Source: an optimization exercise on an open RTL-to-GDS flow (aim: a short achievable clock period and few clock cycles). Production flows keep margins and buffers that such runs may drop. RTL that was checked went through simulation tests only; none was proved equivalent to the original.

== zinc ==
// cpu
module cpu (
    input  logic       CLOCK
  , input  logic       RESET
  , input  logic [7:0] read_bus
  , output logic [3:0] ctrl_bus
  , output logic [7:0] addr_bus
  , output logic [7:0] write_bus
  , output logic [7:0] OUT
);
  logic [7:0] a, sp, last;
  logic       fc, fz, fs, fo, fu;
  logic [7:0] addr_q, wd_q;
  logic       wr_q;
  logic [7:0] fp;             
  logic [7:0] hd;             
  logic [7:0] q [0:3];        
  logic [2:0] qn;             
  logic       pv;             
  logic       rv;             
  logic       ph;             
  localparam logic [1:0] S_DEC = 2'd0, S_A1 = 2'd1, S_A2 = 2'd2, S_A3 = 2'd3;
  logic [1:0] st;
  logic       i_add, i_cmp, i_push, i_pop, i_dsta, i_dstsp, i_r1, i_r2, i_w, i_wimm;
  logic [7:0] i_x, i_y, i_r2addr, i_db;
  assign addr_bus  = addr_q;
  assign write_bus = wd_q;
  assign ctrl_bus  = {2'b00, wr_q, 1'b0};
  assign OUT       = a;
  logic [7:0] o;
  assign o = q[0];
  logic d_mac, d_mov, d_add, d_cmp, d_push, d_pop, d_jmp, d_jcc, d_nop, d_hlt;
  always_comb begin
    d_mac  = ~(o[7] & o[6]);
    d_mov  = o[7:6] == 2'b00;
    d_add  = o[7:6] == 2'b01;
    d_cmp  = o[7:6] == 2'b10;
    d_push = o[7:3] == 5'b11000;
  ...
==> flow/config.mk <==
export PLATFORM = sky130hd
export DESIGN_NAME = cpu
export DESIGN_NICKNAME = cpu
export VERILOG_FILES = /design/flow/design.v
export SDC_FILE = /design/flow/constraint.sdc
export NUM_CORES = 4
export LEC_CHECK = 0
export CAP_MARGIN = 20
export CORE_MARGIN = 2
export CORE_UTILIZATION = 40
export SLEW_MARGIN = 20
==> flow/constraint.sdc <==
create_clock -name core_clock -period 4.0 [get_ports {CLOCK}]
set_input_delay 0.8000 -clock core_clock [delete_from_list [all_inputs] [get_ports {CLOCK}]]
set_output_delay 0.8000 -clock core_clock [all_outputs]
set_load 0.01 [all_outputs]
run.sh (not shown) runs the stock make flow with config.mk's settings and CLKGATE_MAP_FILE= SYNTH_SCRIPT=/design/flow/synth_recipe.tcl, a recipe that flattens the netlist after the stock synthesis.
The flow completed for zinc, but it is not clean: the layout still shows negative setup slack.
Testbench counts of zinc, summed over its fixed seeds: cycles 22,933.
The following lists how onyx was set up differently from zinc:
# zinc
export LEC_CHECK = 0
export CAP_MARGIN = 20
export CORE_MARGIN = 2
export CORE_UTILIZATION = 40
export SLEW_MARGIN = 20
create_clock -name core_clock -period 4.0 [get_ports {CLOCK}]
# onyx
export LEC_CHECK = 0
export ABC_CLOCK_PERIOD_IN_PS = 1500
export CAP_MARGIN = 20
export CORE_MARGIN = 2
export CORE_UTILIZATION = 40
export SETUP_SLACK_MARGIN = 2.0
export SLEW_MARGIN = 20
create_clock -name core_clock -period 4.0 [get_ports {CLOCK}]
Findings:
Of onyx and zinc, not a single run came through the flow clean. onyx: flow complete, layout not clean; failing: negative setup slack. Although it ran to completion, zinc produced a layout that fails the final checks because of negative setup slack. As far as area fraction in compound gates after synthesis goes, zinc and onyx are indistinguishable; the numbers are identical. [onyx vs zinc] sequential cell area share: higher in onyx. Measured against each other, onyx and zinc differ in actual slew at the worst max-slew pin, the lower figure coming from zinc. Measured against each other, onyx and zinc differ in HPWL reported at the end of detailed placement, the higher figure coming from zinc. On maximum net fanout on the critical path: between onyx and zinc, it ends up lower for zinc.

---

Another version of the RTL of cpu (not shown whole).
Size in the first run: ~360 flip-flops, about 38 I/O pins, roughly 0.019 mm² of cells after synthesis.
make LEC_CHECK=0 CAP_MARGIN=20 CORE_MARGIN=2 CORE_UTILIZATION=30 SETUP_SLACK_MARGIN=2.5 SLEW_MARGIN=20 finish   # period 4.0 ns
Testbench counts at the start, summed over its fixed seeds: cycles 23,184.
Rerun with:
--- a/flow/config.mk
+++ b/flow/config.mk
@@ -9,3 +9,3 @@
 export CORE_MARGIN = 2
-export CORE_UTILIZATION = 30
+export CORE_UTILIZATION = 55
 export SETUP_SLACK_MARGIN = 2.5
Effect: The changed run finished with timing, DRC and antenna clean; utilization climbs by 38 points; final area drops by 4.0%; area after synthesis does not change.
Rerun with:
--- a/flow/config.mk
+++ b/flow/config.mk
@@ -9,4 +9,4 @@
 export CORE_MARGIN = 2
-export CORE_UTILIZATION = 55
-export SETUP_SLACK_MARGIN = 2.5
+export CORE_UTILIZATION = 40
+export SETUP_SLACK_MARGIN = 2.25
 export SLEW_MARGIN = 20
What happened:
- The changed run completed with no timing, DRC or antenna violations
- worst setup slack improves by 0.069 ns
- core utilization falls by 29 points
- count of clock-buffer cells in the layout rises by 1
- register-to-register slack improves by 0.07 ns
Rerun with:
--- a/flow/config.mk
+++ b/flow/config.mk
@@ -10,3 +10,3 @@
 export CORE_UTILIZATION = 40
-export SETUP_SLACK_MARGIN = 2.25
+export SETUP_SLACK_MARGIN = 2.75
 export SLEW_MARGIN = 20
After rerunning: The new run finished with timing, DRC and antenna clean; die area is unchanged; maximum frequency falls by 3.4%; worst setup slack gets worse by 0.092 ns; final area climbs by 10%; global-route usage grows by 4.6 points; worst hold slack barely changes; core utilization rose by 5.9 points; via count grows by 8.3%.

---

cpu, a different RTL version from the one above (not shown whole).
Size in the first run: ~1800 cells after synthesis, ~38 I/O pins, ~16000 µm² of cells after synthesis.
Settings: LEC_CHECK=0, CAP_MARGIN=20, CORE_MARGIN=2, CORE_UTILIZATION=40, SLEW_MARGIN=20; clock period 4.0 ns.
The first run finished with timing, DRC and antenna clean.
Testbench counts at the start, summed over its fixed seeds: cycles 22,212.
==> next run, changes <==
Settings changed: SETUP_SLACK_MARGIN from default to 2.5, TNS_END_PERCENT from default to 100.
What happened: Setup slack gets better by 0.56 ns; clock-buffer cell count climbs by 1; wire length came out higher by 20%; die area stays the same; design area came out higher by 26%; global-route usage grows by 2.4 points; via count rose by 12%.
==> next run, changes <==
Settings changed: SETUP_SLACK_MARGIN 2.5 to 1.5, TNS_END_PERCENT 100 to default.
=> Maximum frequency rises slightly. Clock skew rises by 0.0063 ns. Setup slack gets better by 0.030 ns. Area after synthesis does not change.
==> next run, changes <==
Settings changed: ABC_CLOCK_PERIOD_IN_PS from default to 1500, GPL_TIMING_DRIVEN from default to 1, SETUP_SLACK_MARGIN 1.5 to default.
Outcome: First-iteration DRC count went up by 3.9%; worst setup slack gets worse by 0.59 ns; wire length decreases by 6.3%; count of clock-buffer cells in the layout decreases by 4; utilization fell by 6.1 points; non-clock buffer count fell by 103; global-route usage goes down by 0.97 points; fmax went down by 16%.

---

Setup of v6:
Another version of the RTL of cpu (not shown whole).
Size: about 2700 cells after synthesis, roughly 38 I/O pins, about 21000 um^2 of cells after synthesis.
clock: 4.0 ns
lec_check: 0
cap_margin: 20
core_margin: 2
core_utilization: 40
setup_slack_margin: 2.0
slew_margin: 20
Per the final summary, v6 finished and its layout is clean on timing, DRC and antenna.
### v6 -> v7
-- flow/config.mk --
<<< v6, line 10
export CORE_UTILIZATION = 40
export SETUP_SLACK_MARGIN = 2.0
export SLEW_MARGIN = 20
>>> v7, line 10
export CORE_UTILIZATION = 40
export SETUP_SLACK_MARGIN = 2.5
export SLEW_MARGIN = 20
Results
- v7 ran to completion and came out clean on the timing, DRC and antenna checks.
- Final instance area for v7 is higher than for v6.
- Summary: post-layout minimum cycle time, v7 worse than v6
- v7 vs v6: maximum achievable frequency down
- | met2 routing resource usage after global routing | higher: v7 |
- On clock skew, v6 and v7 are neck and neck.
- v7 ends up with a largest net degree at the start of global routing that is 31 lower than in v6.
No functional check of the RTL was part of any run of this note.

---

## old
cpu, a different RTL version from the one above (not shown whole).
Size in the first run: roughly 2300 cells after synthesis, ~38 I/O pins, about 0.018 mm^2 of cells after synthesis.
Settings: LEC_CHECK=0, CAP_MARGIN=20, CORE_MARGIN=2, CORE_UTILIZATION=40, SETUP_SLACK_MARGIN=2.0, SLEW_MARGIN=20; clock period 4.0 ns.
Testbench counts of old, summed over its fixed seeds: cycles 22,767.
#### Input delta (new over old)
# old
export LEC_CHECK = 0
export CAP_MARGIN = 20
export CORE_MARGIN = 2
export CORE_UTILIZATION = 40
export SETUP_SLACK_MARGIN = 2.0
export SLEW_MARGIN = 20
create_clock -name core_clock -period 4.0 [get_ports {CLOCK}]
# new
export LEC_CHECK = 0
export CAP_MARGIN = 20
export CORE_MARGIN = 2
export CORE_UTILIZATION = 25
export PLACE_DENSITY = 0.5
export SETUP_SLACK_MARGIN = 2.0
export SLEW_MARGIN = 20
create_clock -name core_clock -period 4.0 [get_ports {CLOCK}]
==> comparison <==
Against old, new comes in about 13% higher on total routed wire length on the met1 layer.
In the flow results for new and old, the met3 track demand over resource in global routing is smaller on new.
Final wirelength delta (new − old): unfavourable
Looking at worst path arrival time, new sits 0.12 ns above old.
new vs. old: design area closely matched the old numbers; number of standard cells in the layout, taps in and fillers out increased by 9.8% relative to the old numbers; vertical die dimension increased by about 26% relative to the old numbers; setup slack decreased by 0.063 ns relative to the old numbers.

---

run A:
cpu, a different RTL version from the one above (not shown whole).
Size in the first run: about 360 flip-flops, roughly 19,000 um2 of cells after synthesis.
make LEC_CHECK=0 CAP_MARGIN=20 CORE_MARGIN=2 CORE_UTILIZATION=40 SETUP_SLACK_MARGIN=3.0 SLEW_MARGIN=20 finish   # period 4.0 ns
Run A: all stages complete, timing, DRC and antenna checks passed
Modified inputs, run C compared to run A
diff --git a/flow/config.mk b/flow/config.mk
--- a/flow/config.mk
+++ b/flow/config.mk
@@ -10,3 +10,3 @@
 export CORE_UTILIZATION = 40
-export SETUP_SLACK_MARGIN = 3.0
+export SETUP_SLACK_MARGIN = 2.5
 export SLEW_MARGIN = 20
Compared run C vs run A, and fraction of met3 tracks used by global routing is down in run C.
Run C against run A: global-route usage over all layers decreased by 2.5 points relative to the old numbers; register-to-register path setup slack shows an increase of 40 ps.
Higher final cycle utilization of the critical path was reported by run A, not run C.
Compare run A and run C | core utilization higher: run A
Function was not checked in any run of this note: the RTL went through the layout flow alone.

---

== run 1 ==
RTL: one of the versions met above, not the one the previous note started from.
Size: ~2500 cells after synthesis, about 360 flip-flops, roughly 38 I/O pins, about 19000 µm² of cells after synthesis.
==> flow/config.mk <==
export PLATFORM = sky130hd
export DESIGN_NAME = cpu
export DESIGN_NICKNAME = cpu
export VERILOG_FILES = /design/flow/design.v
export SDC_FILE = /design/flow/constraint.sdc
export NUM_CORES = 4
export LEC_CHECK = 0
export CAP_MARGIN = 20
export CORE_MARGIN = 2
export CORE_UTILIZATION = 40
export GPL_TIMING_DRIVEN = 1
export SETUP_SLACK_MARGIN = 2.5
export SLEW_MARGIN = 20
==> flow/constraint.sdc <==
create_clock -name core_clock -period 4.0 [get_ports {CLOCK}]
set_input_delay 0.8000 -clock core_clock [delete_from_list [all_inputs] [get_ports {CLOCK}]]
set_output_delay 0.8000 -clock core_clock [all_outputs]
set_load 0.01 [all_outputs]
Both conditions hold for run 1: the flow ran to the end and the final layout passed the timing, DRC and antenna checks.
Testbench counts of run 1, summed over its fixed seeds: cycles 23,184.
The inputs of run 2 differ from those of run 1 as listed below.
# run 1
export LEC_CHECK = 0
export CAP_MARGIN = 20
export CORE_MARGIN = 2
export CORE_UTILIZATION = 40
export GPL_TIMING_DRIVEN = 1
export SETUP_SLACK_MARGIN = 2.5
export SLEW_MARGIN = 20
create_clock -name core_clock -period 4.0 [get_ports {CLOCK}]
# run 2
export LEC_CHECK = 0
export CAP_MARGIN = 20
export CORE_MARGIN = 2
export CORE_UTILIZATION = 45
export SETUP_SLACK_MARGIN = 2.5
export SLEW_MARGIN = 20
export TNS_END_PERCENT = 100
create_clock -name core_clock -period 4.0 [get_ports {CLOCK}]
## What came out
- For number of hold buffers added after cts, run 1 and run 2 come out practically identical.
- Run 2 vs run 1 on layout buffering overhead excluding clock cells: run 2 is the higher one.
- Run 2 vs run 1: footprint of the multi-input gates up by a little under 10%
- Summary of run 2 over run 1: wire length of the first global-routing pass increased 11%, placed cell area essentially unchanged.
- Run 1 → run 2: critical path depth now smaller, maximum achievable frequency lost about 0.4%.
- Run 2 falls short of run 1 in post-layout instance area.
- Of run 2 and run 1, it is run 2 that has the higher number of non-filler instances in the completed layout.
The inputs of run 3 differ from those of run 2 as listed below.
# run 2
export LEC_CHECK = 0
export CAP_MARGIN = 20
export CORE_MARGIN = 2
export CORE_UTILIZATION = 45
export SETUP_SLACK_MARGIN = 2.5
export SLEW_MARGIN = 20
export TNS_END_PERCENT = 100
create_clock -name core_clock -period 4.0 [get_ports {CLOCK}]
# run 3
export LEC_CHECK = 0
export CAP_MARGIN = 20
export CORE_MARGIN = 2
export CORE_UTILIZATION = 40
export SETUP_SLACK_MARGIN = 2.0
export SLEW_MARGIN = 20
create_clock -name core_clock -period 4.0 [get_ports {CLOCK}]
==> run summary <==
- Each of the runs, namely run 3 and run 2, reached the end of the flow and came out clean.
- Cmp run 3 vs run 2: total vias in the final route lower in run 3
- Compared with run 2, run 3 shows cell area that has gone down by more than 10%.
- Higher die area among run 3 and run 2: run 3
- Run 2 → run 3: worst hold slack after final layout went down by 0.0091 ns, met3 routing resource usage after global routing -7.5 points.
- Compared run 3 vs run 2, and via count of the first global-routing pass is down in run 3.
- Compared with run 2, run 3 shows a higher post-layout minimum cycle time.
Setup changes, run 3 to run 4
# run 3
export LEC_CHECK = 0
export CAP_MARGIN = 20
export CORE_MARGIN = 2
export CORE_UTILIZATION = 40
export SETUP_SLACK_MARGIN = 2.0
export SLEW_MARGIN = 20
create_clock -name core_clock -period 4.0 [get_ports {CLOCK}]
# run 4
export LEC_CHECK = 0
export CAP_MARGIN = 20
export CORE_MARGIN = 2
export CORE_UTILIZATION = 40
export SETUP_SLACK_MARGIN = 2.5
export SLEW_MARGIN = 20
create_clock -name core_clock -period 4.0 [get_ports {CLOCK}]
--- outcome ---
Compared with run 3, run 4 improves worst slew margin relative to its limit.
Summed area of non-filler cells in the final layout went up by more than 10% going from run 3 to run 4.
Higher peak per-stage delay on the critical path goes to run 3 over run 4.
Non-clock buffer count of run 4 exceeds that of run 3 by more than a quarter.
Between run 3 and run 4, the worst hold slack after final layout figures differ only marginally.
[compare] base=run 3 new=run 4: maximum fanout count along the critical path moved down; number of setup buffers added after CTS grew by 71%; fraction of area in clock buffers and inverters has decreased; total placed cells including tap cells went down by about 0.47%.

[separate check: timing with driven ports]
The results above use ideal ports. As a check the final layouts listed here were re-extracted and re-timed, cells and wires unchanged.
Step 1 (the two cells are an assumption about what drives the block):
set clk [get_ports {CLOCK}]
set_driving_cell -lib_cell sky130_fd_sc_hd__clkbuf_16 $clk
set_driving_cell -lib_cell sky130_fd_sc_hd__buf_2 [delete_from_list [all_inputs] $clk]
Step 2 times the ports against the registers' clock, not the clock port: input delays grow and output delays shrink by t, the midpoint of the rising clock arrivals with the driver on.
Three values: ideal, step 1, step 2; two values: the first two.
| run | t (ns) | setup slack, ns | cell pins on the clock port's net |
|---|---|---|---|
| zinc | 0.485 | -2.706 / -2.706 / -2.706 | 1 |
| onyx | 0.486 | -2.664 / -2.664 / -2.664 | 1 |
| the first run of note 2 | 0.639 | 1.025 / 1.025 / 1.025 | 1 |
| the second run of note 2 | 0.661 | 1.365 / 1.365 / 1.088 | 1 |
| the third run of note 2 | 0.629 | 1.433 / 1.433 / 1.040 | 1 |
| the fourth run of note 2 | 0.645 | 1.342 / 1.342 / 1.150 | 1 |
| the first run of note 3 | 0.627 | 0.322 / 0.353 / -0.273 | 1 |
| the second run of note 3 | 0.625 | 0.883 / 0.883 / 0.295 | 1 |
| the third run of note 3 | 0.637 | 0.913 / 0.913 / 0.345 | 1 |
| the fourth run of note 3 | 0.627 | 0.322 / 0.353 / -0.273 | 1 |
| v6 | 0.636 | 1.085 / 1.085 / 0.906 | 1 |
| v7 | 0.646 | 0.988 / 0.988 / 0.967 | 1 |
| old | 0.633 | 1.109 / 1.117 / 0.487 | 1 |
| new | 0.641 | 1.047 / 1.079 / 0.437 | 1 |
| run A | 0.633 | 1.209 / 1.209 / 1.084 | 1 |
| run C | 0.629 | 1.249 / 1.249 / 1.062 | 1 |
| run 1 | 0.628 | 1.392 / 1.392 / 1.084 | 1 |
| run 2 | 0.644 | 1.381 / 1.381 / 1.134 | 1 |
| run 3 | 0.635 | 1.304 / 1.304 / 1.075 | 1 |
| run 4 | 0.628 | 1.392 / 1.392 / 1.084 | 1 |
Met with ideal ports but missed after step 2: setup timing in the first run of note 3 and the fourth run of note 3. For old, which loses most, drivers alone change the setup slack by +0.008 ns; drivers and shift together by -0.622 ns.
